What follows belongs to an exercise in optimizing a design on an open flow for small area; a production flow would make more cautious choices. Where RTL was checked, it was by simulation tests only, not by an equivalence proof against the original. No functional check of the RTL was part of runs 3 and 4. Power and IR drop assume default switching activity.

[flow/flow/run.sh]
#!/bin/bash
# Standard layout (the standard.sh, with its standard synthesis) with three changes:
#  - after floorplanning, OpenROAD's restructure re-maps the combinational logic for area
#    (flow/restructure.tcl); registers are not touched
#  - the input and output ports get sky130_fd_sc_hd__buf_1 port buffers
#  - clock tree: clkbuf_4 buffers, no dummy loads
set -euo pipefail
export BUFFER_PORTS_ARGS="-buffer_cell sky130_fd_sc_hd__buf_1"
export CTS_ARGS="-sink_clustering_enable -repair_clock_nets -sink_clustering_size 10 -sink_clustering_max_diameter 40 -buf_list sky130_fd_sc_hd__clkbuf_4 -dont_use_dummy_load"
bash standard.sh floorplan > standard_floorplan.log 2>&1
RES=orfs/results/$FLOW_PLATFORM/ARM/base
cp $RES/2_floorplan.odb restructure_in.odb
python3 flow/filter_lib.py $FLOW_HOME/platforms/$FLOW_PLATFORM/lib/sky130_fd_sc_hd__tt_025C_1v80.lib restructure_lib.lib 'sky130_fd_sc_hd__lpflow_*' 'sky130_fd_sc_hd__probe*' > filter_lib.log 2>&1
openroad -no_init -exit flow/restructure.tcl > restructure.log 2>&1
bash standard.sh finish > standard_finish.log 2>&1
[flow/flow/filter_lib.py]
# Copy a Liberty file without the cells matching the given name patterns (the platform's
# don't-use cells), so that restructure cannot pick them.
import fnmatch, re, sys
src, dst = sys.argv[1], sys.argv[2]
pats = sys.argv[3:]
text = open(src).read()
out = []
pos = 0
for m in re.finditer(r'\n\s*cell\s*\(\s*"?([A-Za-z0-9_]+)"?\s*\)\s*\{', text):
    if m.start() < pos:
        continue
    name = m.group(1)
    if not any(fnmatch.fnmatch(name, p) for p in pats):
        continue
    depth = 0
    i = text.index('{', m.start())
    while True:
        c = text[i]
        if c == '{':
            depth += 1
        elif c == '}':
            depth -= 1
            if depth == 0:
                break
        i += 1
    out.append(text[pos:m.start()])
    pos = i + 1
out.append(text[pos:])
open(dst, 'w').write(''.join(out))
[flow/flow/restructure.tcl]
# Re-map the combinational logic of the floorplanned design for area with OpenROAD's
# restructure (ABC); flip-flops and ports stay as they are.
set res orfs/results/$::env(FLOW_PLATFORM)/ARM/base
set lib $::env(FLOW_HOME)/platforms/$::env(FLOW_PLATFORM)/lib/sky130_fd_sc_hd__tt_025C_1v80.lib
read_db restructure_in.odb
read_liberty $lib
# ABC maps onto a copy of the library without the don't-use cells (run.sh writes it)
set maplib restructure_lib.lib
read_sdc $res/2_floorplan.sdc
set_dont_use {sky130_fd_sc_hd__probe_p_8 sky130_fd_sc_hd__probec_p_8 sky130_fd_sc_hd__lpflow_*}
report_design_area
file mkdir rmp_work
restructure -target area -liberty_file $maplib -tielo_port sky130_fd_sc_hd__conb_1/LO -tiehi_port sky130_fd_sc_hd__conb_1/HI -work_dir rmp_work -abc_logfile rmp_work/abc.log
report_design_area
# refuse cells the platform marks don't-use
foreach inst [[ord::get_db_block] getInsts] {
  set m [[$inst getMaster] getName]
  if {[string match sky130_fd_sc_hd__lpflow_* $m] || [string match sky130_fd_sc_hd__probe* $m]} {
    error "restructure used don't-use cell $m"
  }
}
write_db $res/2_floorplan.odb
[flow/standard.sh]
#!/bin/bash
# synth_recipe.tcl (not shown) runs the flow's synth.tcl, then flattens the netlist and writes it again
# the make line also repeats each setting of config.mk as NAME=value (left out here)
make -C /OpenROAD-flow-scripts/flow DESIGN_CONFIG=/design/flow/config.mk WORK_HOME=/design/flow/orfs CLKGATE_MAP_FILE= SYNTH_SCRIPT=/design/flow/synth_recipe.tcl "${@:-finish}"
[flow/config.mk]
export PLATFORM = sky130hd
export DESIGN_NAME = ARM
export DESIGN_NICKNAME = ARM
export VERILOG_FILES = /design/flow/design.v
export SDC_FILE = /design/flow/constraint.sdc
export NUM_CORES = 4
export LEC_CHECK = 0
export ABC_AREA = 1
export CAP_MARGIN = 20
export CORE_MARGIN = 2
export CORE_UTILIZATION = 60
export GPL_TIMING_DRIVEN = 0
export PLACE_DENSITY = 0.75
export SLEW_MARGIN = 20
[flow/constraint.sdc]
create_clock -name core_clock -period 12.0 [get_ports {clk}]
set_input_delay 2.4000 -clock core_clock [delete_from_list [all_inputs] [get_ports {clk}]]
set_output_delay 2.4000 -clock core_clock [all_outputs]
set_load 0.01 [all_outputs]
[flow/design.v]
module ALU(input [7:0] a,b,
           input [3:0] op,          
           input cin,
           output reg [7:0] result,
           output cout,
           output [7:0] bx);
  wire mov = (op==4'b1101)|(op==4'b1111);
  wire sub = (op==4'b0010)|(op==4'b0110)|(op==4'b1010)|(op==4'b1111);
  wire [7:0] ax = mov ? 8'd0 : a;
  assign bx = b ^ {8{sub}};
  wire [7:0] p = ax ^ bx;
  wire [7:0] g = ax & bx;
  wire [8:0] c;
  assign c[0] = cin;
  genvar i;
  generate
    for(i=0;i<8;i=i+1) begin : rc
      assign c[i+1] = g[i] | (p[i] & c[i]);
    end
  endgenerate
  assign cout = c[8];
  always@(*) begin
    case(op)
      4'b0000,4'b1000: result=g;
      4'b1100: result=p|g;
      4'b0001: result=p;
      default: result=p^c[7:0];
    endcase
  end
endmodule
module ARM(input clk,rst,
           output [31:0] imem_addr,
           input [31:0] imem_rdata,
           output [31:0] dmem_addr,dmem_wdata,
           output dmem_we,
           input [31:0] dmem_rdata);
  reg [1:0] ph;
  reg init;                      
  reg second, st_pend;
  reg [31:2] pc;
  reg N,Z,C,V;
  reg cy, zacc;
  reg [31:0] line;
  reg [31:0] addr;
  wire last = (ph==2'd3);
  wire first = ~init & ~second;
  wire [31:0] ins = imem_rdata;
  wire [1:0] mode = ins[27:26];
  wire I = ins[25];
  wire [3:0] opc = ins[24:21];
  wire S = ins[20];
  wire [3:0] Rn = ins[19:16];
  wire [3:0] Rd = ins[15:12];
  wire [11:0] op12 = ins[11:0];
  wire exec;
  ConditionCheck condition_check(.condition(ins[31:28]), .SR({N,Z,C,V}),
        .condition_check_result(exec));
  reg dp_ok, dp_wb, dp_flags;
  always@(*) begin
    dp_ok=1'b1; dp_wb=1'b1; dp_flags=S;
    case(opc)
      4'b1101,4'b1111,4'b0100,4'b0101,4'b0010,4'b0110,4'b0000,4'b1100,4'b0001: ;
      4'b1010,4'b1000: begin dp_wb=1'b0; dp_flags=1'b1; end
      default: begin dp_ok=1'b0; dp_wb=1'b0; dp_flags=1'b0; end
    endcase
  end
  wire dp = (mode==2'b00) & dp_ok;
  wire ldst = (mode==2'b01) & (opc==4'b0100);
  wire ld = ldst & S;
  wire st = ldst & ~S;
  wire br = (mode==2'b10);
  wire two_round = exec & (dp | ldst);
  wire stageA = first & (dp | st);                          
  wire addr_round = (first & ld) | (second & st);           
  wire exe_round = second & dp;                              
  wire wb_round = second & ld;                               
  wire [3:0] ra = stageA ? (st ? Rd : op12[3:0]) : Rn;
  wire [7:0] rdat;
  wire [7:0] res;
  wire ld_take = wb_round & (ph==2'd0);
  wire [7:0] dslice = (ph==2'd0) ? dmem_rdata[7:0] : line[7:0];
  wire [7:0] wd = wb_round ? dslice : res;
  RegisterFile register_file(.clk(clk),
        .ph(ph), .init(init),
        .we((exe_round & dp_wb) | wb_round),
        .wa(Rd),
        .wd(wd),
        .ra(ra),
        .rd(rdat));
  wire [7:0] streamA = (dp & I) ? ((ph==2'd0) ? op12[7:0] : 8'd0) : rdat;
  wire [4:0] amount = I ? {op12[11:8],1'b0} : (op12[4] ? 5'd0 : op12[11:7]);
  wire [1:0] kind = I ? 2'b11 : op12[6:5];
  wire [7:0] op2;
  Shifter shifter(.L(line), .ph(ph), .amount(amount), .kind(kind), .out(op2));
  wire [7:0] imm12 = (ph==2'd0) ? op12[7:0] :
                     (ph==2'd1) ? {{4{op12[11]}},op12[11:8]} : {8{op12[11]}};
  wire [3:0] aop = addr_round ? 4'b0100 : opc;
  wire usec = ~addr_round & ((opc==4'b0101)|(opc==4'b0110));
  wire subop = ~addr_round & ((opc==4'b0010)|(opc==4'b0110)|(opc==4'b1010));
  wire cin = (ph==2'd0) ? (usec ? C : subop) : cy;
  wire cout;
  wire [7:0] bx;
  ALU alu(.a(rdat), .b(addr_round ? imm12 : op2), .op(aop), .cin(cin),
        .result(res), .cout(cout), .bx(bx));
  wire arith = (opc==4'b0100)|(opc==4'b0101)|(opc==4'b0010)|(opc==4'b0110)|(opc==4'b1010);
  wire znow = ((ph==2'd0) | zacc) & (res==8'd0);
  always@(posedge clk) begin
    cy <= cout;
    zacc <= znow;
    if(ld_take)
      line <= {dmem_rdata[7:0], dmem_rdata[31:8]};
    else
      line <= {stageA ? streamA : line[7:0], line[31:8]};
    addr <= {res, addr[31:8]};
  end
  wire lastrnd = ~init & (second | ~two_round);     
  wire pc_step = last & lastrnd;
  wire [29:0] boff = (br & exec) ? {{6{ins[23]}},ins[23:0]} : 30'd0;
  wire [29:0] bg = pc_step ? boff : 30'd0;
  reg c15;
  wire [30:0] pcc;
  wire [15:0] shc;
  wire [29:0] pc_next;
  genvar gi;
  generate
    for(gi=0;gi<30;gi=gi+1) begin : pc_add
      wire ci = (gi==0) ? pc_step : (gi==15) ? (pc_step & c15) : pcc[gi];
      assign pc_next[gi] = pc[gi+2] ^ bg[gi] ^ ci;
      assign pcc[gi+1] = (pc[gi+2] & bg[gi]) | (ci & (pc[gi+2] ^ bg[gi]));
    end
    for(gi=0;gi<15;gi=gi+1) begin : pc_carry
      wire ci = (gi==0) ? 1'b1 : shc[gi];
      assign shc[gi+1] = (pc[gi+2] & boff[gi]) | (ci & (pc[gi+2] | boff[gi]));
    end
  endgenerate
  always@(posedge clk)
    c15 <= shc[15];
  always@(posedge clk,posedge rst) begin
    if(rst) begin
      ph <= 2'd0;
      init <= 1'b1;
      second <= 1'b0;
      st_pend <= 1'b0;
      pc <= 30'd0;
      {N,Z,C,V} <= 4'd0;
    end
    else begin
      ph <= ph + 2'd1;
      pc <= pc_next;
      st_pend <= last & second & st;
      if(last) begin
        init <= 1'b0;
        second <= first & two_round;
        if(exe_round & dp_flags) begin
          N <= res[7];
          Z <= znow;
          if(arith) begin
            C <= cout ^ subop;
            V <= (rdat[7]==bx[7]) & (rdat[7]!=res[7]);
          end
        end
      end
    end
  end
  assign imem_addr = {pc,2'b00};
  assign dmem_addr = {addr[31:2],2'b00};
  assign dmem_wdata = line;
  assign dmem_we = st_pend;
endmodule
module ConditionCheck(input [3:0] condition,SR,
                      output reg condition_check_result);
  wire n,z,c,v;
  assign {n,z,c,v}=SR;
  always@(*)begin
    case(condition)
      4'd0: condition_check_result=z;
      4'd1: condition_check_result=!z;
      4'd2: condition_check_result=c;
      4'd3: condition_check_result=!c;
      4'd4: condition_check_result=n;
      4'd5: condition_check_result=!n;
      4'd6: condition_check_result=v;
      4'd7: condition_check_result=!v;
      4'd8: condition_check_result=c&!z;
      4'd9: condition_check_result=!c|z;
      4'd10: condition_check_result=(n==v);
      4'd11: condition_check_result=(n!=v);
      4'd12: condition_check_result=!z&(n==v);
      4'd13: condition_check_result=z|(n!=v);
      4'd14: condition_check_result=1'b1;
      default: condition_check_result=1'b0;
    endcase
  end
endmodule
module RegisterFile(input clk,
                    input [1:0] ph,
                    input init,
                    input we,
                    input [3:0] wa,
                    input [7:0] wd,
                    input [3:0] ra,
                    output reg [7:0] rd);
  wire [7:0] low [0:15];
  genvar i;
  generate
    for(i=0;i<15;i=i+1) begin : r
      reg [31:0] q;
      wire wen = init | (we && wa==i);
      wire [3:0] iv = i;
      wire [7:0] wdi = {wd[7:4] & {4{~init}},
                        init ? ({4{ph==2'd0}} & iv) : wd[3:0]};
      always@(posedge clk)
        q <= {wen ? wdi : q[7:0], q[31:8]};
      assign low[i] = q[7:0];
    end
  endgenerate
  assign low[15] = 8'd0;
  always@(*) rd = low[ra];
endmodule
module Shifter(input [31:0] L,
               input [1:0] ph,
               input [4:0] amount,
               input [1:0] kind,           
               output [7:0] out);
  wire lsl = (kind==2'd0);
  wire [4:0] na = ~amount;
  wire [5:0] nc;
  wire [4:0] neg;                          
  assign nc[0] = 1'b1;
  genvar i;
  generate
    for(i=0;i<5;i=i+1) begin : ng
      assign neg[i] = na[i] ^ nc[i];
      assign nc[i+1] = na[i] & nc[i];
    end
  endgenerate
  wire [4:0] sr = lsl ? neg : amount;
  wire [1:0] a = sr[4:3];
  wire [1:0] a1 = a + 2'd1;
  reg [7:0] sa;
  reg [6:0] sb;
  reg sign;
  always@(*) begin
    case(a)
      2'd0: sa=L[7:0];
      2'd1: sa=L[15:8];
      2'd2: sa=L[23:16];
      default: sa=L[31:24];
    endcase
    case(a1)
      2'd0: sb=L[6:0];
      2'd1: sb=L[14:8];
      2'd2: sb=L[22:16];
      default: sb=L[30:24];
    endcase
    case(ph)                               
      2'd0: sign=L[31];
      2'd1: sign=L[23];
      2'd2: sign=L[15];
      default: sign=L[7];
    endcase
  end
  wire [2:0] u = {1'b0,ph} + {1'b0,a};
  wire filling = (kind!=2'd3) & (amount!=5'd0);
  wire va = ~filling | (lsl ? u[2] : ~u[2]);
  wire vb = ~filling | (lsl ? (u[2] | (u[1]&u[0])) : (~u[2] & ~(u[1]&u[0])));
  wire f = (kind==2'd2) & sign;
  wire [14:0] w = {vb ? sb : {7{f}}, va ? sa : {8{f}}};
  wire [14:0] ws = w >> sr[2:0];
  assign out = ws[7:0];
endmodule
==> run_results.csv, run 1 <==
group,metric,value,unit
run_status,status,"finished clean",
route,wl_per_cell,19.7,um
synth,syn_area,18700,um^2
route,drtIter0Drc,1409,
power_and_ir_drop,pwr-share-comb,19.6,%
sta,period_needed,10850,ps
floorplanning,dieArea,32600,um^2
sta,tns,0,ps
layout,drive_gt1_share,4.29,%
synth,synth-seq-cells,584,
global_route,grt_use_total,27.8,%
synth,synthCells,1865,
global_route,grt_max_degree,40,
synth,synth_common_cells,"dfxtp_1 (545), nand2_1 (383), inv_1 (166)",
route,wirelength,45500,um
synth,synthTopCellsByArea,"dfxtp_1 (58%), nand2_1 (7.7%), dfrtp_1 (5.1%), o21ai_0 (4.3%), fa_1 (4.0%)",
global_route,grt_overflow,0,
floorplanning,die_w,180,um
power_and_ir_drop,peakVddDrop,0.000106,V
synth,yosysMostFrequentCell,"dfxtp_1",
place,place_congestion,0.961,
sta,layout_setup_ws,1150,ps
clock_network,h-tree-depth,3,
clock_network,root_buffer,"clkbuf_4",
synth,yosys_warnings,5,
synth,synth-seq-area-share,63.6,%
synth,syn_area_per_cell,10.0,um^2
place,port_buffers,158,
flow_run,drv_cap,0,
clock_network,clock_path_buffers,3,
power_and_ir_drop,power_frac_seq,58.5,%
route,vias,13400,
synth,postSynth.asyncResetShare,6.68,%
power_and_ir_drop,leakagePower,7.38,nW
setup_path,slowest_delay,810,ps
sta,post-route-period-util,90.4,%
sta,finalHoldViolCount,0,
route,dr.pass1.iters,6,
setup_path,cp.arrival,11360,ps
global_route,grt_pass1_wl,71200,um
global_route,grt_pass1_vias,13000,
hold_path,hold_path_class,"reg -> reg",
setup_path,crit_path_top_delay_cell,"o21ai_1",
route,vias_per_cell,5.79,
floorplanning,num_rows,64,
power_and_ir_drop,switchingPower,1.24,mW
clock_network,cts.clk_slew.worst_paths,120,ps
floorplanning,start_util,61.1,%
setup_path,crit_required,12510,ps
sta,timing.fmax,92.1,MHz
power_and_ir_drop,switching_share,31.4,%
place,hpwl,33200,um
clock_network,postCtsResizedCells,0,
floorplanning,dieHeight,180,um
synth,synth_top_area_cell,"dfxtp_1",
setup_path,critPathCaptureType,"flip-flop",
sta,slew_headroom,27.0,%
floorplanning,ioPinCount,163,
sta,drv_slew,0,
layout,fillCellCount,2546,
setup_path,cp-start-kind,"primary input",
clock_network,postCtsHoldBufs,0,
power_and_ir_drop,pwr-share-clk,21.9,%
clock_network,clock_sinks,584,
power_and_ir_drop,power_density,203,nW/um^2
route,ant_nets,0,
global_route,antenna_found_initial,1,
sta,setup_viol,0,
sta,grt_setup_unrepaired,"no",
clock_network,post-cts-setup-buffers,0,
clock_network,cts_tree,"yes",
route,drc_errors,0,
layout,area_growth,4.35,%
clock_network,cts-buffers-inserted,77,
floorplanning,core,30600,um^2
place,dpl_worst_slack,690,ps
clock_network,worstSkewPairLatency,760,ps
layout,nets,1979,
synth,ys.flop_type,"dfxtp_1",
setup_path,critPathMaxFanout,15,
synth,synth_top_area_share,58.4,%
setup_path,worst-setup-path-type,"in -> reg",
power_and_ir_drop,p_int,2.72,mW
sta,worst_slew_pin_slew,1090,ps
sta,skew,126,ps
synth,synth_edf_count,0,
synth,yosys.cell_types.count,54,
==> state kept, by name (all words and copies together) (netlist names) <==
signal,flops
N,1
Z,1
ph,2
line,32
second,1
cy,1
zacc,1
init,1
register_file.r.q,480
pc,30
st_pend,1
V,1
c15,1
addr,30
C,1
==> cell families after synthesis <==
logic type,count (synthesis),share of synthesized area [%]
other cells,1,0.0201
compound gates,355,11.4
buf+inv,238,4.99
mux,4,0.214
xor+xnor,13,0.609
fa+ha+maj,61,5.57
flops,584,63.6
simple gates,609,13.6
==> power by group through the flow <==
stage          clock network (mW)  logic (mW)  registers (mW)
5_1_grt                     0.968       0.840            2.35
3_3_place_gp                    0       0.756            2.35
2_1_floorplan                   0       0.338            2.29
6_report                    0.869       0.778            2.32
3_5_place_dp                    0       0.764            2.36
4_1_cts                     0.891       0.767            2.32
==> worst max-delay path: cells and delay by family <==
family / cells / cell delay, ps
compound gates: 23 / 5970
buf+inv: 6 / 1550
simple gates: 5 / 1420
==> per-layer routing <==
metal / up-vias / GRT usage (%) / share of wire, %
met1: 6310 / 39.9 / 45
met4: 0 / 8.35 / 1.9
met2: 583 / 42.4 / 44
met5: - / 0 / 0
li1: 6400 / - / -
met3: 75 / 6.00 / 9.0
==> placed cells by master (no fill, tap or decap), types with 4 or more instances in the layout <==
cell type	count
o32ai_1	11
nand3_1	9
a22oi_1	22
a2bb2oi_1	12
o22ai_1	132
nor2b_1	11
dfrtp_1	38
a21oi_1	25
nand2_1	110
o21a_1	21
a31oi_1	10
a222oi_1	25
a32o_1	6
conb_1	8
o21ai_1	5
clkinv_1	202
buf_1	160
xor2_1	9
a21o_1	7
a22o_1	27
or2_0	14
o221ai_1	5
nor2_1	124
o2111ai_1	4
a221oi_1	11
o211ai_1	4
clkbuf_4	77
nor4_1	8
and2_0	11
xnor2_1	6
o22a_1	15
o21bai_1	7
a31o_1	4
o21ai_0	167
nor3_1	27
dfxtp_1	545
==> metrics by stage <==
stage | total power [mW] | hold WS [ps] | utilization (%) | instance area, um^2 | cells
CTS | 3.98 | 219 | 63.7 | 19500 | 2307
global route | 4.16 | 211 | 63.7 | 19500 | 2308
global placement | 3.11 | 310 | 61.8 | 18900 | 2230
floorplan | 2.62 | 310 | - | 18700 | 1868
detailed placement | 3.13 | 312 | 61.8 | 18900 | 2230
finish | 3.97 | 216 | 63.7 | 19500 | 2308
==> worst paths after layout <==
path	startpoint	to	slack, ps	cells past startpoint
hold reg to reg	register_file.r[11].q[27]	register_file.r[11].q[19]	220	0
max in group asynchronous	rst	V	9750	2
setup reg to reg	init	register_file.r[12].q[31]	3460	29
hold / removal	register_file.r[11].q[27]	register_file.r[11].q[19]	220	0
min in group asynchronous	rst	pc[26]	1770	2
setup / recovery	imem_rdata[21]	register_file.r[12].q[31]	1150	34
==> layout make-up <==
class / instances / area, um^2 / area share (%)
flip-flops and latches: 584 / 11900 / 61.0
multi-input cells: 887 / 5170 / 26.5
inverters: 203 / 763 / 3.91
repair buffers: 158 / 593 / 3.04
clock buffers: 77 / 578 / 2.96
well taps: 396 / 495 / 2.54
plain buffers: 2 / 7.51 / 0.0385
diodes: 1 / 2.50 / 0.0128
==> run 2: changes to the inputs <==
--- a/flow/flow/run.sh
+++ b/flow/flow/run.sh
@@ -6,7 +6,7 @@
 #  - clock tree: clkbuf_4 buffers, no dummy loads
 set -euo pipefail
 export BUFFER_PORTS_ARGS="-buffer_cell sky130_fd_sc_hd__buf_1"
-export CTS_ARGS="-sink_clustering_enable -repair_clock_nets -sink_clustering_size 10 -sink_clustering_max_diameter 40 -buf_list sky130_fd_sc_hd__clkbuf_4 -dont_use_dummy_load"
+export CTS_ARGS="-sink_clustering_enable -repair_clock_nets -sink_clustering_size 9 -sink_clustering_max_diameter 35 -buf_list sky130_fd_sc_hd__clkbuf_4 -dont_use_dummy_load"
 bash standard.sh floorplan > standard_floorplan.log 2>&1
 RES=orfs/results/$FLOW_PLATFORM/ARM/base
 cp $RES/2_floorplan.odb restructure_in.odb
==> run_results.csv, run 2 <==
group,metric,value,unit
run_status,status,"finished clean",
power_and_ir_drop,leakagePower,7.43,nW
layout,post-route-util,64.0,%
global_route,grt_pass1_wl,71200,um
layout,top_regs,"register_file.r.q (480), line (32)",
synth,synthTopCellsByArea,"dfxtp_1 (58%), nand2_1 (7.7%), dfrtp_1 (5.1%), o21ai_0 (4.3%), fa_1 (4.0%)",
floorplanning,dieArea,32600,um^2
route,ant_nets,0,
sta,drv_slew,0,
layout,layout_common_cells,"dfxtp_1 (545), clkinv_1 (202), o21ai_0 (167)",
synth,synth-seq-cells,584,
global_route,grt_max_degree,40,
clock_network,worstSkewPairLatency,760,ps
hold_path,hold_path_class,"reg -> reg",
power_and_ir_drop,pwr-share-comb,19.3,%
power_and_ir_drop,pwr-share-clk,22.9,%
layout,regMostFlops,"register_file.r.q",
setup_path,crit_path_top_delay_cell,"o21ai_1",
clock_network,postCtsResizedCells,0,
route,vias_per_cell,5.79,
setup_path,reg2reg_depth,29,
setup_path,r2r_end,"register_file.r[12].q[31]",
synth,synth_top_area_cell,"dfxtp_1",
layout,largest_reg_flops,480,
route,wl_per_cell,19.7,um
power_and_ir_drop,switching_share,31.1,%
clock_network,clock_sinks,584,
synth,synth_top_area_share,58.4,%
clock_network,cts-buffers-inserted,88,
setup_path,slowest_delay,780,ps
sta,skew,113,ps
floorplanning,core,30600,um^2
clock_network,post-cts-setup-buffers,0,
synth,ys.flop_type,"dfxtp_1",
floorplanning,dieHeight,180,um
route,wirelength,45600,um
synth,synthCells,1865,
synth,synth_edf_count,0,
global_route,grt_use_total,27.8,%
synth,postSynth.asyncResetShare,6.68,%
layout,final_cells,2320,
sta,grt_setup_unrepaired,"no",
setup_path,critPathCaptureType,"flip-flop",
synth,yosys.cell_types.count,54,
sta,worst_slew_pin_slew,1100,ps
power_and_ir_drop,p_int,2.76,mW
sta,slew_headroom,26.6,%
floorplanning,num_rows,64,
synth,syn_area_per_cell,10.0,um^2
place,place_congestion,0.961,
hold_path,hold_depth,0,
power_and_ir_drop,switchingPower,1.25,mW
setup_path,r2r_slack,3430,ps
place,placed_cells,2230,
flow_run,drv_cap,0,
global_route,antenna_found_initial,2,
synth,yosys_warnings,5,
clock_network,clock_path_buffers,3,
synth,synth_common_cells,"dfxtp_1 (545), nand2_1 (383), inv_1 (166)",
setup_path,cp-start-kind,"primary input",
power_and_ir_drop,power_frac_seq,57.8,%
layout,drive_gt1_share,4.84,%
floorplanning,ioPinCount,163,
setup_path,cp.arrival,11380,ps
synth,syn_area,18700,um^2
global_route,grt_pass1_vias,13100,
power_and_ir_drop,peakVddDrop,0.000105,V
place,port_buffers,158,
hold_path,min_to,"register_file.r[11].q[19]",
route,drtIter0Drc,1303,
synth,synth-seq-area-share,63.6,%
layout,stdcell_area,19600,um^2
clock_network,postCtsHoldBufs,0,
setup_path,critPathMaxFanout,15,
sta,period_needed,10850,ps
hold_path,hold_start,"register_file.r[11].q[27]",
route,vias,13400,
layout,area_growth,4.81,%
clock_network,h-tree-depth,3,
route,dr.pass1.iters,6,
sta,setup_viol,0,
synth,yosysMostFrequentCell,"dfxtp_1",
clock_network,root_buffer,"clkbuf_4",
route,drc_errors,0,
sta,post-route-period-util,90.4,%
layout,final_common_cell,"dfxtp_1",
place,placed_cell_area,18900,um^2
setup_path,crit_required,12530,ps
layout,nets,1990,
global_route,grt_overflow,0,
sta,timing.fmax,92.1,MHz
floorplanning,die_w,180,um
power_and_ir_drop,power_density,205,nW/um^2
clock_network,cts_tree,"yes",
place,hpwl,33200,um
setup_path,worst-setup-path-type,"in -> reg",
clock_network,cts.clk_slew.worst_paths,60,ps
setup_path,rr_startpoint,"init",
sta,tns,0,ps
sta,finalHoldViolCount,0,
floorplanning,start_util,61.1,%
## run 2: per-stage QoR
step / total power, mW / hold slack [ps] / setup WS [ps]
final: 4.01 / 279 / 1150
after global routing: 4.21 / 274 / 773
after CTS: 4.03 / 278 / 1440
after detailed placement: 3.13 / 312 / 690
after global placement: 3.11 / 310 / 227
after floorplan: 2.62 / 310 / 2310
## run 2: layer usage
layer | up-vias | GRT usage, % | routed length (um)
li1 | 6439 | - | -
met1 | 6345 | 39.4 | 20500
met2 | 576 | 42.2 | 20000
met3 | 77 | 6.71 | 4210
met4 | 0 | 8.90 | 911
met5 | - | 0 | 0
## run 2: cell families after synthesis
kind of cell / synth area share (%)
flip-flops: 63.6
AO/OA/AOI/OAI: 11.4
buffers and inverters: 4.99
AND/OR/NAND/NOR: 13.6
multiplexers: 0.214
other: 0.0201
adder cells (fa/ha/maj): 5.57
XOR/XNOR: 0.609
## run 2: power by group through the flow
stage | Combinational [mW] | Sequential [mW] | Clock [mW]
floorplan | 0.338 | 2.29 | 0
global placement | 0.756 | 2.35 | 0
detailed placement | 0.764 | 2.36 | 0
CTS | 0.766 | 2.32 | 0.946
global route | 0.839 | 2.35 | 1.03
finish | 0.776 | 2.32 | 0.917
## run 2: final cells by class
type | count | area (um^2)
tap | 396 | 495
inverter | 203 | 763
clock buffer | 88 | 661
fill | 2539 | 11000
multi-input combinational | 887 | 5170
timing repair buffer | 158 | 593
buffer | 2 | 7.51
antenna | 2 | 5.00
sequential | 584 | 11900
## run 2: worst max-delay path by stage
stage / startpoint / to / slack [ps] / depth (start not counted)
after CTS: imem_rdata[7] / register_file.r[12].q[31] / 1440 / 35
final: imem_rdata[21] / register_file.r[12].q[31] / 1150 / 34
after detailed placement: imem_rdata[7] / register_file.r[5].q[31] / 690 / 34
after global placement: imem_rdata[7] / register_file.r[5].q[31] / 230 / 34
after global routing: imem_rdata[21] / register_file.r[1].q[30] / 770 / 32
after floorplan: imem_rdata[25] / register_file.r[8].q[31] / 2310 / 40
## run 2: worst max-delay path: cells and delay by family
family | cells | cell delay, ps
AOI/OAI and AO/OA | 23 | 5920
buffers and inverters | 6 | 1550
and+or+nand+nor | 5 | 1450
==> run 3: changes to the inputs <==
--- a/flow/design.v
+++ b/flow/design.v
@@ -40,6 +40,7 @@
   reg [31:2] pc;
   reg N,Z,C,V;
   reg cy, zacc;
+  reg pol;                       
   reg [31:0] line;
   reg [31:0] addr;
   wire last = (ph==2'd3);
@@ -81,7 +82,7 @@
   wire [7:0] dslice = (ph==2'd0) ? dmem_rdata[7:0] : line[7:0];
   wire [7:0] wd = wb_round ? dslice : res;
   RegisterFile register_file(.clk(clk),
-        .ph(ph), .init(init),
+        .ph(ph), .pol(pol), .init(init),
         .we((exe_round & dp_wb) | wb_round),
         .wa(Rd),
         .wd(wd),
@@ -138,6 +139,7 @@
   always@(posedge clk,posedge rst) begin
     if(rst) begin
       ph <= 2'd0;
+      pol <= 1'b0;
       init <= 1'b1;
       second <= 1'b0;
       st_pend <= 1'b0;
@@ -146,6 +148,7 @@
     end
     else begin
       ph <= ph + 2'd1;
+      pol <= pol ^ last;
       pc <= pc_next;
       st_pend <= last & second & st;
       if(last) begin
@@ -194,12 +197,13 @@
 endmodule
 module RegisterFile(input clk,
                     input [1:0] ph,
+                    input pol,
                     input init,
                     input we,
                     input [3:0] wa,
                     input [7:0] wd,
                     input [3:0] ra,
-                    output reg [7:0] rd);
+                    output [7:0] rd);
   wire [7:0] low [0:15];
   genvar i;
   generate
@@ -210,12 +214,12 @@
       wire [7:0] wdi = {wd[7:4] & {4{~init}},
                         init ? ({4{ph==2'd0}} & iv) : wd[3:0]};
       always@(posedge clk)
-        q <= {wen ? wdi : q[7:0], q[31:8]};
+        q <= {wen ? (wdi ^ {8{~pol}}) : ~q[7:0], q[31:8]};
       assign low[i] = q[7:0];
     end
   endgenerate
-  assign low[15] = 8'd0;
-  always@(*) rd = low[ra];
+  assign low[15] = {8{pol}};
+  assign rd = low[ra] ^ {8{pol}};
 endmodule
 module Shifter(input [31:0] L,
                input [1:0] ph,
--- a/flow/flow/run.sh
+++ b/flow/flow/run.sh
@@ -6,7 +6,7 @@
 #  - clock tree: clkbuf_4 buffers, no dummy loads
 set -euo pipefail
 export BUFFER_PORTS_ARGS="-buffer_cell sky130_fd_sc_hd__buf_1"
-export CTS_ARGS="-sink_clustering_enable -repair_clock_nets -sink_clustering_size 9 -sink_clustering_max_diameter 35 -buf_list sky130_fd_sc_hd__clkbuf_4 -dont_use_dummy_load"
+export CTS_ARGS="-sink_clustering_enable -repair_clock_nets -sink_clustering_size 10 -sink_clustering_max_diameter 40 -buf_list sky130_fd_sc_hd__clkbuf_4 -dont_use_dummy_load"
 bash standard.sh floorplan > standard_floorplan.log 2>&1
 RES=orfs/results/$FLOW_PLATFORM/ARM/base
 cp $RES/2_floorplan.odb restructure_in.odb
==> run_results.csv, run 3 <==
group,metric,value,unit
route,vias,13200,
route,vias_per_cell,5.94,
synth,synth_common_cells,"dfxtp_1 (545), nand2_1 (412), inv_1 (191)",
setup_path,critPathCaptureType,"flip-flop",
clock_network,worstSkewPairLatency,790,ps
setup_path,path_delay_family,"compound AO/OA/AOI/OAI gates",
sta,post-route-period-util,89.2,%
place,dpl_worst_slack,821,ps
sta,setup_viol,0,
setup_path,reg2reg_depth,28,
clock_network,root_buffer,"clkbuf_4",
global_route,antenna_found_initial,2,
sta,timing.fmax,93.4,MHz
synth,yosys.cell_types.count,54,
synth,postSynth.asyncResetShare,6.84,%
hold_path,hold_depth,0,
synth,synth-seq-cells,585,
clock_network,cts-buffers-inserted,74,
floorplanning,dieHeight,182,um
clock_network,cts.clk_slew.worst_paths,100,ps
clock_network,h-tree-depth,3,
global_route,grt_max_degree,38,
power_and_ir_drop,leakagePower,7.37,nW
synth,yosys_warnings,5,
synth,yosysMostFrequentCell,"dfxtp_1",
global_route,grt_pass1_wl,69700,um
layout,layout_common_cells,"dfxtp_1 (545), buf_1 (160), o22ai_1 (150)",
clock_network,cts_tree,"yes",
setup_path,cp-start-kind,"primary input",
route,wl_per_cell,20.4,um
setup_path,crit_required,12590,ps
floorplanning,core,31400,um^2
setup_path,critPathMaxFanout,10,
floorplanning,die_w,182,um
layout,area_growth,2.66,%
global_route,grt_overflow,0,
layout,nets,1885,
synth,synthTopCellsByArea,"dfxtp_1 (57%), nand2_1 (8.1%), dfrtp_1 (5.1%), o21ai_0 (3.9%), fa_1 (3.9%)",
setup_path,crit_buf_inv,8,
sta,skew,120,ps
floorplanning,dieArea,33200,um^2
sta,period_needed,10700,ps
route,drtIter0Drc,1337,
clock_network,clock_sinks,585,
place,hpwl,33100,um
layout,multiInputGateArea,5390,um^2
synth,synth_top_area_share,57.2,%
synth,synth_top_area_cell,"dfxtp_1",
setup_path,cp.arrival,11290,ps
sta,tns,0,ps
synth,ys.flop_type,"dfxtp_1",
sta,layout_setup_ws,1300,ps
clock_network,postCtsHoldBufs,0,
synth,syn_area_per_cell,9.93,um^2
layout,post-route-util,62.3,%
clock_network,postCtsResizedCells,0,
synth,synth-seq-area-share,62.5,%
run_status,status,"finished clean",
sta,worst_slew_pin_slew,1130,ps
setup_path,rr_startpoint,"init",
global_route,grt_pass1_vias,12600,
floorplanning,num_rows,65,
place,place_congestion,0.941,
global_route,grt_use_total,27.3,%
place,port_buffers,158,
floorplanning,start_util,60.7,%
setup_path,crit_path_top_delay_cell,"o22ai_1",
synth,syn_area,19100,um^2
route,dr.pass1.iters,9,
layout,top_regs,"register_file.r.q (480), line (32)",
power_and_ir_drop,power_density,194,nW/um^2
synth,synth_edf_count,0,
floorplanning,ioPinCount,163,
layout,seqCellArea,11900,um^2
flow_run,drv_cap,0,
route,drc_errors,0,
layout,regMostFlops,"register_file.r.q",
route,wirelength,45400,um
layout,final_common_cell,"dfxtp_1",
setup_path,r2r_end,"register_file.r[2].q[30]",
power_and_ir_drop,peakVddDrop,0.000120,V
setup_path,slowest_delay,680,ps
power_and_ir_drop,total_power,3.80,mW
clock_network,clock_path_buffers,3,
hold_path,hold_start,"register_file.r[10].q[14]",
hold_path,min_to,"register_file.r[10].q[6]",
layout,drive_gt1_share,5.61,%
sta,drv_slew,0,
sta,finalHoldViolCount,0,
route,ant_nets,0,
layout,largest_reg_flops,480,
setup_path,worst-setup-path-type,"in -> reg",
layout,fillCellCount,2575,
sta,slew_headroom,24.1,%
synth,synthCells,1919,
setup_path,r2r_slack,3490,ps
hold_path,hold_path_class,"reg -> reg",
clock_network,post-cts-setup-buffers,0,
sta,grt_setup_unrepaired,"no",
[run 3: how the worst max path moves through the flow]
| stage | start | endpoint | slack [ps] | depth (start not counted) |
|---|---|---|---|---|
| 2_1_floorplan | imem_rdata[25] | register_file.r[9].q[31] | 1240 | 40 |
| 3_3_place_gp | imem_rdata[22] | register_file.r[3].q[31] | -2660 | 31 |
| 3_5_place_dp | imem_rdata[22] | register_file.r[2].q[30] | 820 | 32 |
| 4_1_cts | imem_rdata[22] | register_file.r[2].q[30] | 1590 | 32 |
| 5_1_grt | imem_rdata[22] | register_file.r[2].q[30] | 940 | 32 |
| 6_report | imem_rdata[22] | register_file.r[2].q[30] | 1300 | 32 |
[run 3: cell type report]
type                    count  area share, %
diodes                      4         0.0511
plain buffers               2         0.0384
clock buffers              74           2.84
inverters                 118           2.27
multi-input cells         867           27.5
flip-flops and latches    585           60.9
well taps                 402           2.57
repair buffers            171           3.83
[run 3: report_power, final]
group	internal (mW)	switching (mW)
registers	2.18	0.140
clock network	0.285	0.567
logic	0.230	0.399
total	2.70	1.11
[run 3: cells by family (layout without fill, tap and decap cells)]
family	Yosys count	in the layout	share of synthesized area (%)
DFF	585	585	62.5
muxes	22	0	1.16
and+or+nand+nor	632	302	13.9
adders and majority gates	61	0	5.46
xor gates and xnor gates	27	12	1.28
buffers and inverters	254	365	5.28
AOI/OAI and AO/OA	337	545	10.4
other	1	12	0.0197
[run 3: routing by layer]
metal | wire length, um | global-route usage [%] | share of wire, %
met5 | 0 | 0 | 0
met3 | 3170 | 5.55 | 7.0
met4 | 2010 | 13.8 | 4.4
met1 | 19500 | 35.4 | 43
met2 | 20700 | 43.5 | 46
[run 3: stage by stage]
| step | instances | hold slack (ps) | cell area, um^2 |
|---|---|---|---|
| 2_1_floorplan | 1922 | 310 | 19100 |
| 3_3_place_gp | 2132 | 310 | 18700 |
| 3_5_place_dp | 2145 | 312 | 19000 |
| 4_1_cts | 2219 | 294 | 19600 |
| 5_1_grt | 2223 | 292 | 19600 |
| 6_report | 2223 | 293 | 19600 |
==> run 4: changes to the inputs <==
--- a/flow/design.v
+++ b/flow/design.v
@@ -71,8 +71,8 @@
   wire st = ldst & ~S;
   wire br = (mode==2'b10);
   wire two_round = exec & (dp | ldst);
-  wire stageA = first & (dp | st);                          
-  wire addr_round = (first & ld) | (second & st);           
+  wire stageA = first & exec & (dp | st);                   
+  wire addr_round = (first & exec & ld) | (second & st);    
   wire exe_round = second & dp;                              
   wire wb_round = second & ld;                               
   wire [3:0] ra = stageA ? (st ? Rd : op12[3:0]) : Rn;
==> run_results.csv, run 4 <==
group,metric,value,unit
setup_path,critPathCaptureType,"flip-flop",
setup_path,worst-setup-path-type,"in -> reg",
place,place_congestion,0.943,
power_and_ir_drop,leakagePower,7.36,nW
setup_path,cp_common_cell,"nor2_1",
route,vias,13200,
run_status,status,"finished clean",
clock_network,worstSkewPairLatency,710,ps
clock_network,cts.clk_slew.worst_paths,100,ps
power_and_ir_drop,pwr-share-clk,21.9,%
layout,area_growth,1.86,%
sta,timing.hold.ws,277,ps
sta,timing.fmax,89.9,MHz
clock_network,h-tree-depth,3,
power_and_ir_drop,switchingPower,1.15,mW
synth,synth-seq-area-share,62.2,%
synth,synth-seq-cells,585,
setup_path,crit_buf_inv,9,
flow_run,drv_cap,0,
synth,yosys.cell_types.count,53,
global_route,grt_overflow,0,
route,drc_errors,0,
route,drtIter0Drc,1231,
route,vias_per_cell,6.00,
layout,drive_gt1_share,6.38,%
layout,stdcell_area,19500,um^2
synth,syn_area,19200,um^2
power_and_ir_drop,p_int,2.75,mW
synth,yosys_warnings,5,
layout,final_common_cell,"dfxtp_1",
sta,layout_setup_ws,883,ps
sta,post-route-period-util,92.6,%
setup_path,crit_path_top_delay_cell,"o22ai_2",
setup_path,crit_required,12530,ps
clock_network,root_buffer,"clkbuf_4",
global_route,grt_pass1_wl,68600,um
setup_path,cp.arrival,11640,ps
floorplanning,die_w,183,um
synth,synth_top_area_share,57.0,%
place,placed_cell_area,18800,um^2
floorplanning,dieHeight,183,um
floorplanning,start_util,60.8,%
power_and_ir_drop,total_power,3.90,mW
hold_path,hold_path_class,"reg -> reg",
route,ant_nets,0,
layout,top_regs,"register_file.r.q (480), line (32)",
power_and_ir_drop,peakVddDrop,0.000129,V
synth,ys.flop_type,"dfxtp_1",
setup_path,path_delay_family,"compound AO/OA/AOI/OAI gates",
route,wirelength,45500,um
sta,worst_slew_pin_slew,1250,ps
place,port_buffers,158,
floorplanning,num_rows,65,
synth,yosysMostFrequentCell,"dfxtp_1",
synth,synth_common_cells,"dfxtp_1 (545), nand2_1 (470), inv_1 (186)",
clock_network,cts_tree,"yes",
power_and_ir_drop,pwr-share-comb,17.1,%
clock_network,clock_path_buffers,3,
place,dpl_worst_slack,-630,ps
synth,synth_top_area_cell,"dfxtp_1",
synth,synthCells,1963,
clock_network,postCtsHoldBufs,0,
route,dr.pass1.iters,6,
sta,grt_setup_unrepaired,"no",
synth,synth_edf_count,0,
power_and_ir_drop,power_density,200,nW/um^2
sta,slew_headroom,17.0,%
layout,fillCellCount,2562,
global_route,grt_pass1_vias,12400,
global_route,grt_use_total,26.7,%
setup_path,slowest_delay,550,ps
place,hpwl,32700,um
setup_path,critPathMaxFanout,13,
floorplanning,dieArea,33400,um^2
sta,finalHoldViolCount,0,
synth,synthTopCellsByArea,"dfxtp_1 (57%), nand2_1 (9.2%), dfrtp_1 (5.1%), o21ai_0 (4.2%), fa_1 (3.9%)",
floorplanning,core,31500,um^2
clock_network,cts-buffers-inserted,76,
layout,regMostFlops,"register_file.r.q",
synth,syn_area_per_cell,9.76,um^2
power_and_ir_drop,power_frac_seq,61.0,%
clock_network,clock_sinks,585,
layout,layout_common_cells,"dfxtp_1 (545), o22ai_1 (169), buf_1 (160)",
global_route,antenna_found_initial,1,
global_route,grt_max_degree,33,
sta,period_needed,11120,ps
power_and_ir_drop,switching_share,29.5,%
sta,skew,85.1,ps
sta,setup_viol,0,
layout,nets,1870,
layout,largest_reg_flops,480,
synth,postSynth.asyncResetShare,6.84,%
route,wl_per_cell,20.6,um
floorplanning,ioPinCount,163,
sta,drv_slew,0,
setup_path,cp-start-kind,"primary input",
[run 4: cell types whose count changed after synthesis, moves of 7 or more]
cell and change:
nand2_1 +58, o22ai_1 -19, a221oi_1 -14, o21ai_0 +11, o21ai_1 -11, mux2i_1 +10, nand3_1 +10, o2111ai_1 +10
a31oi_1 -7
[run 4: area by class of cell]
cell class                      count  area (um^2)  share of cell area, %
Antenna cell                        1         2.50                 0.0128
Tap cell                          402          503                   2.58
Buffer                              2         7.51                 0.0385
Inverter                          106          403                   2.07
Clock buffer                       76          571                   2.92
Timing Repair Buffer              170          718                   3.68
Sequential cell                   585        11900                   61.1
Multi-Input combinational cell    863         5390                   27.6
[run 4: cells by family (layout without fill, tap and decap cells)]
family / count (synthesis) / count (layout) / share of synthesized area [%]
AND/OR/NAND/NOR: 706 / 309 / 15.4
other: 1 / 9 / 0.0196
XOR/XNOR: 23 / 13 / 1.05
flip-flops: 585 / 585 / 62.2
AO/OA/AOI/OAI: 300 / 533 / 9.00
buffers and inverters: 255 / 354 / 5.17
multiplexers: 32 / 0 / 1.67
adder cells (fa/ha/maj): 61 / 0 / 5.44
[run 4: power by group through the flow]
stage,Combinational (mW),Sequential (mW),Clock [mW]
floorplan,0.402,2.32,0
global placement,0.621,2.41,0
detailed placement,0.657,2.43,0
CTS,0.658,2.38,0.881
global route,0.723,2.41,0.959
finish,0.669,2.38,0.853
[run 4: path summary, 6_finish.rpt]
check | start | endpoint | slack (ps) | cells after the start
max in group asynchronous | rst | init | 9820 | 3
setup reg to reg | N | register_file.r[10].q[31] | 2510 | 39
min in group asynchronous | rst | pc[7] | 1620 | 2
hold / removal | register_file.r[11].q[23] | register_file.r[11].q[15] | 280 | 0
setup / recovery | imem_rdata[31] | register_file.r[10].q[31] | 880 | 41
hold reg to reg | register_file.r[11].q[23] | register_file.r[11].q[15] | 280 | 0
[run 4: layer usage]
metal / track usage (%) / part of all wire, % / vias up
met3: 4.09 / 6.8 / 142
met4: 12.8 / 4.5 / 0
met1: 34.6 / 42 / 6232
li1: - / - / 6235
met5: 0 / 0 / -
met2: 43.9 / 46 / 622
[run 4: per-stage QoR]
step                      setup TNS (ps)  std cells  utilization (%)
after CTS                              0       2200             61.7
after global routing                   0       2205             62.0
after detailed placement           -7850       2124             59.9
after floorplan                        0       1966                -
after global placement           -128440       2116             59.2
final                                  0       2205             62.0
[run 4: what timing repair did]
| action | 4_1_cts | 5_1_grt |
|---|---|---|
| endpoints found under the setup margin | 0 | 35 |
| resized for setup | 0 | 14 |
| setup buffers | 0 | 2 |
==> run 5: changes to the inputs <==
--- a/flow/design.v
+++ b/flow/design.v
@@ -71,8 +71,8 @@
   wire st = ldst & ~S;
   wire br = (mode==2'b10);
   wire two_round = exec & (dp | ldst);
-  wire stageA = first & exec & (dp | st);                   
-  wire addr_round = (first & exec & ld) | (second & st);    
+  wire stageA = first & (dp | st);                          
+  wire addr_round = (first & ld) | (second & st);           
   wire exe_round = second & dp;                              
   wire wb_round = second & ld;                               
   wire [3:0] ra = stageA ? (st ? Rd : op12[3:0]) : Rn;
@@ -171,29 +171,23 @@
   assign dmem_we = st_pend;
 endmodule
 module ConditionCheck(input [3:0] condition,SR,
-                      output reg condition_check_result);
+                      output condition_check_result);
   wire n,z,c,v;
   assign {n,z,c,v}=SR;
-  always@(*)begin
-    case(condition)
-      4'd0: condition_check_result=z;
-      4'd1: condition_check_result=!z;
-      4'd2: condition_check_result=c;
-      4'd3: condition_check_result=!c;
-      4'd4: condition_check_result=n;
-      4'd5: condition_check_result=!n;
-      4'd6: condition_check_result=v;
-      4'd7: condition_check_result=!v;
-      4'd8: condition_check_result=c&!z;
-      4'd9: condition_check_result=!c|z;
-      4'd10: condition_check_result=(n==v);
-      4'd11: condition_check_result=(n!=v);
-      4'd12: condition_check_result=!z&(n==v);
-      4'd13: condition_check_result=z|(n!=v);
-      4'd14: condition_check_result=1'b1;
-      default: condition_check_result=1'b0;
-    endcase
-  end
+  reg even;
+  always@(*) begin
+    case(condition[3:1])
+      3'd0: even=z;
+      3'd1: even=c;
+      3'd2: even=n;
+      3'd3: even=v;
+      3'd4: even=c&!z;
+      3'd5: even=(n==v);
+      3'd6: even=!z&(n==v);
+      default: even=1'b1;
+    endcase
+  end
+  assign condition_check_result = even ^ condition[0];
 endmodule
 module RegisterFile(input clk,
                     input [1:0] ph,
==> run_results.csv, run 5 <==
group,metric,value,unit
clock_network,cts.clk_slew.worst_paths,100,ps
power_and_ir_drop,peakVddDrop,0.000113,V
setup_path,critPathCaptureType,"flip-flop",
clock_network,h-tree-depth,3,
hold_path,hold_path_class,"reg -> reg",
layout,final_cells,2187,
setup_path,slowest_delay,620,ps
clock_network,postCtsHoldBufs,0,
sta,setup_viol,0,
global_route,antenna_found_initial,1,
synth,synth-seq-cells,585,
sta,drv_slew,0,
synth,synth_top_area_share,57.5,%
floorplanning,dieArea,33000,um^2
power_and_ir_drop,leakagePower,7.37,nW
clock_network,post-cts-setup-buffers,0,
synth,syn_area_per_cell,10.0,um^2
floorplanning,ioPinCount,163,
sta,post-route-period-util,92.6,%
synth,yosysMostFrequentCell,"dfxtp_1",
synth,syn_area,19000,um^2
route,wl_per_cell,20.3,um
clock_network,root_buffer,"clkbuf_4",
synth,synth_common_cells,"dfxtp_1 (545), nand2_1 (390), inv_1 (194)",
floorplanning,die_w,182,um
layout,final_common_cell,"dfxtp_1",
place,hpwl,32200,um
setup_path,crit_required,12510,ps
layout,stdcell_area,19500,um^2
place,dpl_worst_slack,55.0,ps
clock_network,worstSkewPairLatency,760,ps
layout,seqCellArea,11900,um^2
layout,drive_gt1_share,5.94,%
layout,top_regs,"register_file.r.q (480), line (32)",
floorplanning,num_rows,65,
floorplanning,start_util,60.6,%
global_route,grt_max_degree,34,
layout,largest_reg_flops,480,
clock_network,cts_tree,"yes",
synth,synthTopCellsByArea,"dfxtp_1 (58%), nand2_1 (7.7%), dfrtp_1 (5.1%), fa_1 (3.9%), inv_1 (3.8%)",
flow_run,drv_cap,0,
synth,synthCells,1891,
synth,postSynth.asyncResetShare,6.84,%
clock_network,cts-buffers-inserted,75,
place,placed_cell_area,18900,um^2
sta,skew,105,ps
route,vias_per_cell,6.00,
route,drtIter0Drc,1173,
sta,finalHoldViolCount,0,
route,ant_nets,0,
layout,multiInputGateArea,5370,um^2
global_route,grt_overflow,0,
clock_network,clock_path_buffers,3,
layout,nets,1852,
place,port_buffers,158,
route,dr.pass1.iters,7,
synth,yosys_warnings,5,
layout,fillCellCount,2583,
run_status,status,"finished clean",
global_route,grt_pass1_vias,12700,
sta,slew_headroom,28.9,%
sta,period_needed,11120,ps
setup_path,cp-start-kind,"primary input",
layout,layout_common_cells,"dfxtp_1 (545), buf_1 (160), o22ai_1 (149)",
layout,area_growth,2.63,%
synth,synth_edf_count,0,
sta,layout_setup_ws,883,ps
place,placed_cells,2111,
sta,worst_slew_pin_slew,1070,ps
place,place_congestion,0.954,
clock_network,postCtsResizedCells,0,
route,wirelength,44400,um
synth,synth_top_area_cell,"dfxtp_1",
setup_path,worst-setup-path-type,"in -> reg",
power_and_ir_drop,power_density,196,nW/um^2
synth,yosys.cell_types.count,53,
sta,grt_setup_unrepaired,"no",
global_route,grt_pass1_wl,68700,um
route,drc_errors,0,
floorplanning,dieHeight,182,um
global_route,grt_use_total,26.7,%
synth,synth-seq-area-share,62.8,%
sta,timing.fmax,90.0,MHz
setup_path,cp.arrival,11630,ps
setup_path,critPathMaxFanout,17,
setup_path,crit_path_top_delay_cell,"a222oi_1",
clock_network,clock_sinks,585,
floorplanning,core,31300,um^2
layout,regMostFlops,"register_file.r.q",
synth,ys.flop_type,"dfxtp_1",
route,vias,13100,
run 5: worst max-delay path: cells and delay by family:
family / cells / cell delay [ps]
and+or+nand+nor: 11 / 2350
buffers and inverters: 8 / 2010
xor gates and xnor gates: 1 / 170
AOI/OAI and AO/OA: 19 / 4660
run 5: cell type report:
class / count / area share (%)
Sequential cell: 585 / 61.2
Multi-Input combinational cell: 855 / 27.6
Timing Repair Buffer: 172 / 3.84
Clock buffer: 75 / 2.89
Tap cell: 402 / 2.58
Inverter: 95 / 1.84
Buffer: 2 / 0.0386
Antenna cell: 1 / 0.0129
run 5: path summary, 6_finish.rpt:
| kind | cells after the start | slack [ps] | from | endpoint |
|---|---|---|---|---|
| setup / recovery | 39 | 880 | imem_rdata[7] | register_file.r[3].q[31] |
| hold / removal | 0 | 270 | register_file.r[7].q[22] | register_file.r[7].q[14] |
| setup reg to reg | 29 | 3210 | init | register_file.r[3].q[31] |
| hold reg to reg | 0 | 270 | register_file.r[7].q[22] | register_file.r[7].q[14] |
| max in group asynchronous | 3 | 9960 | rst | init |
| min in group asynchronous | 2 | 1580 | rst | pc[8] |
run 5: routing by layer:
| metal | vias to the layer above | track usage [%] | share of wire [%] |
|---|---|---|---|
| met5 | - | 0 | 0 |
| met4 | 0 | 13.6 | 4.5 |
| met3 | 139 | 5.33 | 6.9 |
| met2 | 557 | 42.8 | 45 |
| met1 | 6266 | 34.6 | 43 |
| li1 | 6152 | - | - |
run 5: cells by family after synthesis:
family | count (synthesis) | share of synthesized area, %
and+or+nand+nor | 602 | 13.3
other | 1 | 0.0198
AOI/OAI and AO/OA | 335 | 10.5
buffers and inverters | 256 | 5.32
xor gates and xnor gates | 31 | 1.47
adders and majority gates | 61 | 5.49
muxes | 20 | 1.06
DFF | 585 | 62.8
run 5: through the flow:
| step | hold WS (ps) | TNS [ps] | total power, mW | util [%] |
|---|---|---|---|---|
| floorplan | 310 | 0 | 2.79 | - |
| global placement | 309 | -107730 | 2.93 | 59.4 |
| detailed placement | 312 | 0 | 2.99 | 60.3 |
| CTS | 271 | 0 | 3.84 | 62.1 |
| global route | 265 | 0 | 4.00 | 62.2 |
| finish | 272 | 0 | 3.82 | 62.2 |
run 5: power by group:
group          leakage, nW  switching, mW  internal [mW]  total, mW
combinational         1.99          0.396          0.232      0.628
sequential            5.04          0.140           2.18       2.32
clock                0.345          0.577          0.288      0.865
==> run 6: changes to the inputs <==
==> flow/config.mk (replaced) <==
export PLATFORM = sky130hd
export DESIGN_NAME = ARM
export DESIGN_NICKNAME = ARM
export VERILOG_FILES = /design/flow/design.v
export SDC_FILE = /design/flow/constraint.sdc
export NUM_CORES = 4
export LEC_CHECK = 0
export ABC_AREA = 1
export CAP_MARGIN = 0
export CORE_MARGIN = 2
export CORE_UTILIZATION = 80
export GPL_TIMING_DRIVEN = 0
export PLACE_DENSITY = 0.9
export SLEW_MARGIN = 0
==> run_results.csv, run 6 <==
group,metric,value,unit
floorplanning,dieArea,25000,um^2
synth,synth_edf_count,0,
clock_network,root_buffer,"clkbuf_4",
sta,tns,0,ps
global_route,antenna_found_initial,1,
global_route,grt_pass1_wl,66100,um
route,vias,13300,
layout,top_regs,"register_file.r.q (480), line (32)",
layout,fillCellCount,1411,
place,hpwl,31400,um
setup_path,crit_path_top_delay_cell,"nor3_1",
route,drc_errors,0,
layout,multiInputGateArea,5320,um^2
clock_network,cts_tree,"yes",
power_and_ir_drop,pwr-share-clk,22.1,%
power_and_ir_drop,total_power,3.78,mW
sta,post-route-period-util,95.7,%
layout,nets,1842,
power_and_ir_drop,leakagePower,7.31,nW
clock_network,worstSkewPairLatency,720,ps
global_route,grt_pass1_vias,12600,
sta,drv_slew,0,
synth,ys.flop_type,"dfxtp_1",
hold_path,hold_path_class,"reg -> reg",
synth,synth_top_area_share,57.5,%
power_and_ir_drop,power_density,197,nW/um^2
place,port_buffers,158,
clock_network,clock_path_buffers,3,
layout,regMostFlops,"register_file.r.q",
global_route,grt_overflow,0,
setup_path,cp_common_cell,"clkinv_1",
synth,syn_area_per_cell,10.0,um^2
sta,grt_setup_unrepaired,"no",
power_and_ir_drop,pwr-share-comb,16.3,%
clock_network,clock_sinks,585,
place,place_congestion,0.983,
sta,skew,78.2,ps
synth,postSynth.asyncResetShare,6.84,%
synth,synthCells,1891,
floorplanning,die_w,158,um
flow_run,drv_cap,0,
synth,synthTopCellsByArea,"dfxtp_1 (58%), nand2_1 (7.7%), dfrtp_1 (5.1%), fa_1 (3.9%), inv_1 (3.8%)",
clock_network,cts-buffers-inserted,71,
route,dr.pass1.iters,12,
synth,yosys.cell_types.count,53,
setup_path,worst-setup-path-type,"in -> reg",
synth,synth-seq-area-share,62.8,%
floorplanning,ioPinCount,163,
route,ant_nets,0,
setup_path,cp-start-kind,"primary input",
power_and_ir_drop,power_frac_seq,61.6,%
synth,syn_area,19000,um^2
synth,yosysMostFrequentCell,"dfxtp_1",
setup_path,critPathCaptureType,"flip-flop",
global_route,grt_max_degree,48,
layout,area_growth,1.23,%
clock_network,cts.clk_slew.worst_paths,110,ps
layout,drive_gt1_share,5.24,%
synth,synth_common_cells,"dfxtp_1 (545), nand2_1 (390), inv_1 (194)",
synth,synth-seq-cells,585,
power_and_ir_drop,switchingPower,1.10,mW
route,drtIter0Drc,1664,
setup_path,slowest_delay,660,ps
clock_network,post-cts-setup-buffers,0,
power_and_ir_drop,p_int,2.68,mW
route,wirelength,43700,um
setup_path,critPathMaxFanout,17,
route,wl_per_cell,20.9,um
power_and_ir_drop,peakVddDrop,0.000155,V
layout,largest_reg_flops,480,
setup_path,cp.arrival,12000,ps
sta,slew_headroom,15.8,%
synth,synth_top_area_cell,"dfxtp_1",
synth,yosys_warnings,5,
global_route,grt_use_total,34.6,%
floorplanning,core,23400,um^2
sta,finalHoldViolCount,0,
floorplanning,num_rows,56,
layout,seqCellArea,11900,um^2
floorplanning,dieHeight,158,um
sta,timing.fmax,87.1,MHz
route,vias_per_cell,6.37,
clock_network,h-tree-depth,3,
layout,final_common_cell,"dfxtp_1",
sta,worst_slew_pin_slew,1250,ps
floorplanning,start_util,81.0,%
clock_network,postCtsHoldBufs,0,
sta,period_needed,11490,ps
run_status,status,"finished clean",
setup_path,crit_required,12520,ps
clock_network,postCtsResizedCells,0,
power_and_ir_drop,switching_share,29.1,%
layout,layout_common_cells,"dfxtp_1 (545), buf_1 (160), o22ai_1 (149)",
sta,setup_viol,0,
run 6: cell counts after synthesis:
No cell type changed its count.
run 6: worst paths after layout:
check                           cells after the start                         to                     start  slack [ps]
worst max-delay path                               40  register_file.r[14].q[31]             imem_rdata[7]         510
worst min-delay path                                0   register_file.r[0].q[16]  register_file.r[0].q[24]         280
worst max register to register                     29  register_file.r[14].q[31]                      init        3120
worst min register to register                      0   register_file.r[0].q[16]  register_file.r[0].q[24]         280
max in group asynchronous                           2                    st_pend                       rst        9730
min in group asynchronous                           2                      pc[2]                       rst        1770
run 6: critical path, delay by kind of cell:
kind                   cells  cell delay [ps]
XOR/XNOR                   1              170
AO/OA/AOI/OAI             19             4800
AND/OR/NAND/NOR           11             2450
buffers and inverters      9             2150
run 6: per-layer routing:
layer  global-route usage [%]  vias up  routed length [um]
met1                     43.8     6202               17300
li1                         -     6134                   -
met4                     18.7        0                2270
met5                        0        -                   0
met2                     56.0      817               20200
met3                     7.14      189                3920
run 6: through the flow:
stage	cell area, um^2	hold slack, ps	util (%)	cells	worst slack, ps
after floorplan	19000	310	-	1894	502
final	19200	278	82.0	2095	514
after global routing	19200	273	82.0	2094	53.4
after CTS	19200	277	82.0	2092	976
after global placement	18500	310	79.0	2014	-1570
after detailed placement	18600	312	79.7	2021	244
run 6: final cells by class:
type | count | area share (%)
diodes | 2 | 0.0261
plain buffers | 2 | 0.0391
clock buffers | 71 | 2.78
inverters | 95 | 1.86
multi-input cells | 855 | 27.7
flip-flops and latches | 585 | 62.1
well taps | 319 | 2.08
repair buffers | 166 | 3.47
run 6: cell families (layout without fill, tap and decap cells):
kind of cell | after synthesis | in the layout | synth area share, %
AND/OR/NAND/NOR | 602 | 304 | 13.3
flip-flops | 585 | 585 | 62.8
AO/OA/AOI/OAI | 335 | 520 | 10.5
buffers and inverters | 256 | 334 | 5.32
adder cells (fa/ha/maj) | 61 | 0 | 5.49
XOR/XNOR | 31 | 23 | 1.47
multiplexers | 20 | 0 | 1.06
other | 1 | 10 | 0.0198
run 6: power by group through the flow:
stage	sequential [mW]	combinational, mW	clock [mW]
floorplan	2.32	0.466	0
global placement	2.35	0.561	0
detailed placement	2.37	0.603	0
CTS	2.33	0.605	0.845
global route	2.36	0.664	0.924
finish	2.33	0.616	0.835
==> run 7: changes to the inputs <==
--- a/flow/config.mk
+++ b/flow/config.mk
@@ -8,7 +8,7 @@
 export ABC_AREA = 1
 export CAP_MARGIN = 0
 export CORE_MARGIN = 2
-export CORE_UTILIZATION = 80
+export CORE_UTILIZATION = 60
 export GPL_TIMING_DRIVEN = 0
-export PLACE_DENSITY = 0.9
+export PLACE_DENSITY = 0.75
 export SLEW_MARGIN = 0
==> run_results.csv, run 7 <==
group,metric,value,unit
run_status,status,"finished clean",
setup_path,crit_required,12460,ps
clock_network,cts-buffers-inserted,76,
layout,regMostFlops,"register_file.r.q",
floorplanning,dieHeight,182,um
clock_network,cts.clk_slew.worst_paths,90,ps
floorplanning,die_w,182,um
setup_path,crit_buf_inv,7,
sta,skew,96.7,ps
sta,setup_viol,0,
sta,tns,0,ps
place,placed_cell_area,18800,um^2
synth,synth-seq-cells,585,
layout,top_regs,"register_file.r.q (480), line (32)",
route,dr.pass1.iters,7,
setup_path,crit_start,"imem_rdata[7]",
clock_network,clock_sinks,585,
route,wirelength,44300,um
power_and_ir_drop,switchingPower,1.10,mW
sta,layout_setup_ws,686,ps
global_route,grt_max_degree,48,
setup_path,cp-start-kind,"primary input",
synth,syn_area_per_cell,10.0,um^2
power_and_ir_drop,switching_share,29.0,%
floorplanning,start_util,60.6,%
power_and_ir_drop,peakVddDrop,0.000115,V
power_and_ir_drop,pwr-share-clk,22.7,%
power_and_ir_drop,power_frac_seq,61.2,%
synth,synthTopCellsByArea,"dfxtp_1 (58%), nand2_1 (7.7%), dfrtp_1 (5.1%), fa_1 (3.9%), inv_1 (3.8%)",
clock_network,postCtsHoldBufs,0,
floorplanning,num_rows,65,
synth,yosys.cell_types.count,53,
floorplanning,core,31300,um^2
layout,layout_common_cells,"dfxtp_1 (545), buf_1 (160), o22ai_1 (149)",
route,wl_per_cell,20.3,um
synth,synth_top_area_share,57.5,%
layout,post-route-util,61.8,%
clock_network,clock_path_buffers,3,
hold_path,hold_start,"register_file.r[7].q[22]",
global_route,grt_pass1_wl,68200,um
hold_path,hold_path_class,"reg -> reg",
setup_path,worst-setup-path-type,"in -> reg",
synth,postSynth.asyncResetShare,6.84,%
setup_path,critPathMaxFanout,17,
clock_network,cts_tree,"yes",
power_and_ir_drop,pwr-share-comb,16.1,%
synth,synth_top_area_cell,"dfxtp_1",
layout,drive_gt1_share,5.51,%
route,vias,13000,
synth,synth_edf_count,0,
sta,period_needed,11310,ps
sta,worst_slew_pin_slew,1340,ps
place,place_congestion,0.954,
synth,synth-seq-area-share,62.8,%
sta,slew_headroom,9.65,%
power_and_ir_drop,power_density,196,nW/um^2
clock_network,root_buffer,"clkbuf_4",
sta,timing.fmax,88.4,MHz
synth,yosys_warnings,5,
setup_path,crit_path_top_delay_cell,"a222oi_1",
sta,drv_slew,0,
global_route,grt_use_total,26.5,%
layout,area_growth,2.06,%
setup_path,path_delay_family,"compound AO/OA/AOI/OAI gates",
power_and_ir_drop,total_power,3.80,mW
clock_network,post-cts-setup-buffers,0,
clock_network,worstSkewPairLatency,730,ps
sta,grt_setup_unrepaired,"no",
floorplanning,ioPinCount,163,
route,ant_nets,0,
synth,synthCells,1891,
place,dpl_worst_slack,-100,ps
synth,ys.flop_type,"dfxtp_1",
synth,synth_common_cells,"dfxtp_1 (545), nand2_1 (390), inv_1 (194)",
power_and_ir_drop,p_int,2.70,mW
floorplanning,dieArea,33000,um^2
layout,final_common_cell,"dfxtp_1",
place,port_buffers,158,
route,drtIter0Drc,1215,
sta,post-route-period-util,94.3,%
global_route,antenna_found_initial,2,
layout,stdcell_area,19400,um^2
flow_run,drv_cap,0,
global_route,grt_pass1_vias,12300,
layout,largest_reg_flops,480,
clock_network,h-tree-depth,3,
sta,finalHoldViolCount,0,
setup_path,rr_startpoint,"init",
route,vias_per_cell,5.94,
synth,yosysMostFrequentCell,"dfxtp_1",
layout,nets,1845,
route,drc_errors,0,
setup_path,slowest_delay,640,ps
setup_path,cp_common_cell,"o21a_1",
place,hpwl,31400,um
power_and_ir_drop,leakagePower,7.32,nW
setup_path,cp.arrival,11770,ps
setup_path,critPathCaptureType,"flip-flop",
synth,syn_area,19000,um^2
global_route,grt_overflow,0,
run 7: cell counts after synthesis:
No cell type changed its count.
run 7: routing by layer:
| layer | vias to the layer above | global-route usage (%) | routed length (um) |
|---|---|---|---|
| li1 | 6147 | - | - |
| met1 | 6099 | 34.9 | 19100 |
| met2 | 583 | 42.6 | 20200 |
| met3 | 133 | 4.37 | 3040 |
| met4 | 0 | 13.4 | 1920 |
| met5 | - | 0 | 0 |
run 7: kinds of logic after synthesis:
| logic type | synth area share, % |
|---|---|
| adders and majority gates | 5.49 |
| AOI/OAI and AO/OA | 10.5 |
| buffers and inverters | 5.32 |
| xor gates and xnor gates | 1.47 |
| DFF | 62.8 |
| muxes | 1.06 |
| other | 0.0198 |
| and+or+nand+nor | 13.3 |
run 7: area by class of cell:
type                            count  area, um^2
Buffer                              2        7.51
Clock buffer                       76         571
Tap cell                          402         503
Multi-Input combinational cell    855        5360
Sequential cell                   585       11900
Inverter                           95         362
Fill cell                        2577       12000
Antenna cell                        2        5.00
Timing Repair Buffer              164         641
run 7: power groups by stage:
stage / Combinational, mW / Clock, mW / Sequential (mW)
final: 0.612 / 0.863 / 2.32
after detailed placement: 0.604 / 0 / 2.37
after global placement: 0.576 / 0 / 2.35
after CTS: 0.607 / 0.891 / 2.32
after floorplan: 0.466 / 0 / 2.32
after global routing: 0.665 / 0.964 / 2.35
run 7: final timing paths:
kind | endpoint | slack, ps | cells after the start
min reg2reg | register_file.r[7].q[14] | 290 | 0
max | register_file.r[14].q[31] | 690 | 38
min | register_file.r[7].q[14] | 290 | 0
max reg2reg | register_file.r[14].q[31] | 2940 | 28
min in group asynchronous | pc[9] | 1770 | 2
max in group asynchronous | second | 9710 | 2
run 7: what timing repair did:
| action | 4_1_cts | 5_1_grt |
|---|---|---|
| endpoints found under the setup margin | 0 | 15 |
| gates resized for setup | 0 | 5 |
| endpoints found under the hold margin | 0 | 0 |
run 7: stage by stage:
stage / hold WS [ps] / instances
after floorplan: 310 / 1894
after global placement: 309 / 2097
after detailed placement: 312 / 2102
after CTS: 286 / 2178
after global routing: 290 / 2181
final: 290 / 2181

-- port drivers added, routing unchanged --
In the flow no input, the clock included, has a driving cell. The finished layouts below were timed again as built, in two steps.
Step 1: set_driving_cell puts a clkbuf_16 on clk and a buf_2 on each other input, an assumption about the parent block.
Step 2 times the ports against the registers' clock, not the clock port: input delays grow and output delays shrink by t, the midpoint of the rising clock arrivals with the driver on.
a / b / c = ideal ports / drivers / drivers and shift; a / b = the first two.
run	shift t [ns]	slack for setup (ns)	slew at the worst register clock pin (ns)
run 1	0.746	1.148 / 1.140 / 0.394	0.12 / 0.12
run 2	0.752	1.148 / 1.142 / 0.391	0.10 / 0.10
run 3	0.773	1.296 / 1.298 / 0.524	0.11 / 0.11
run 4	0.716	0.883 / 0.897 / 0.182	0.10 / 0.10
run 5	0.752	0.883 / 0.896 / 0.144	0.11 / 0.11
run 6	0.723	0.514 / 0.525 / -0.197	0.11 / 0.11
run 7	0.733	0.686 / 0.699 / -0.034	0.11 / 0.11
Met with ideal ports but missed after step 2: setup timing in run 6 and run 7. For run 3, which loses most, drivers alone change the setup slack by +0.002 ns; drivers and shift together by -0.772 ns.
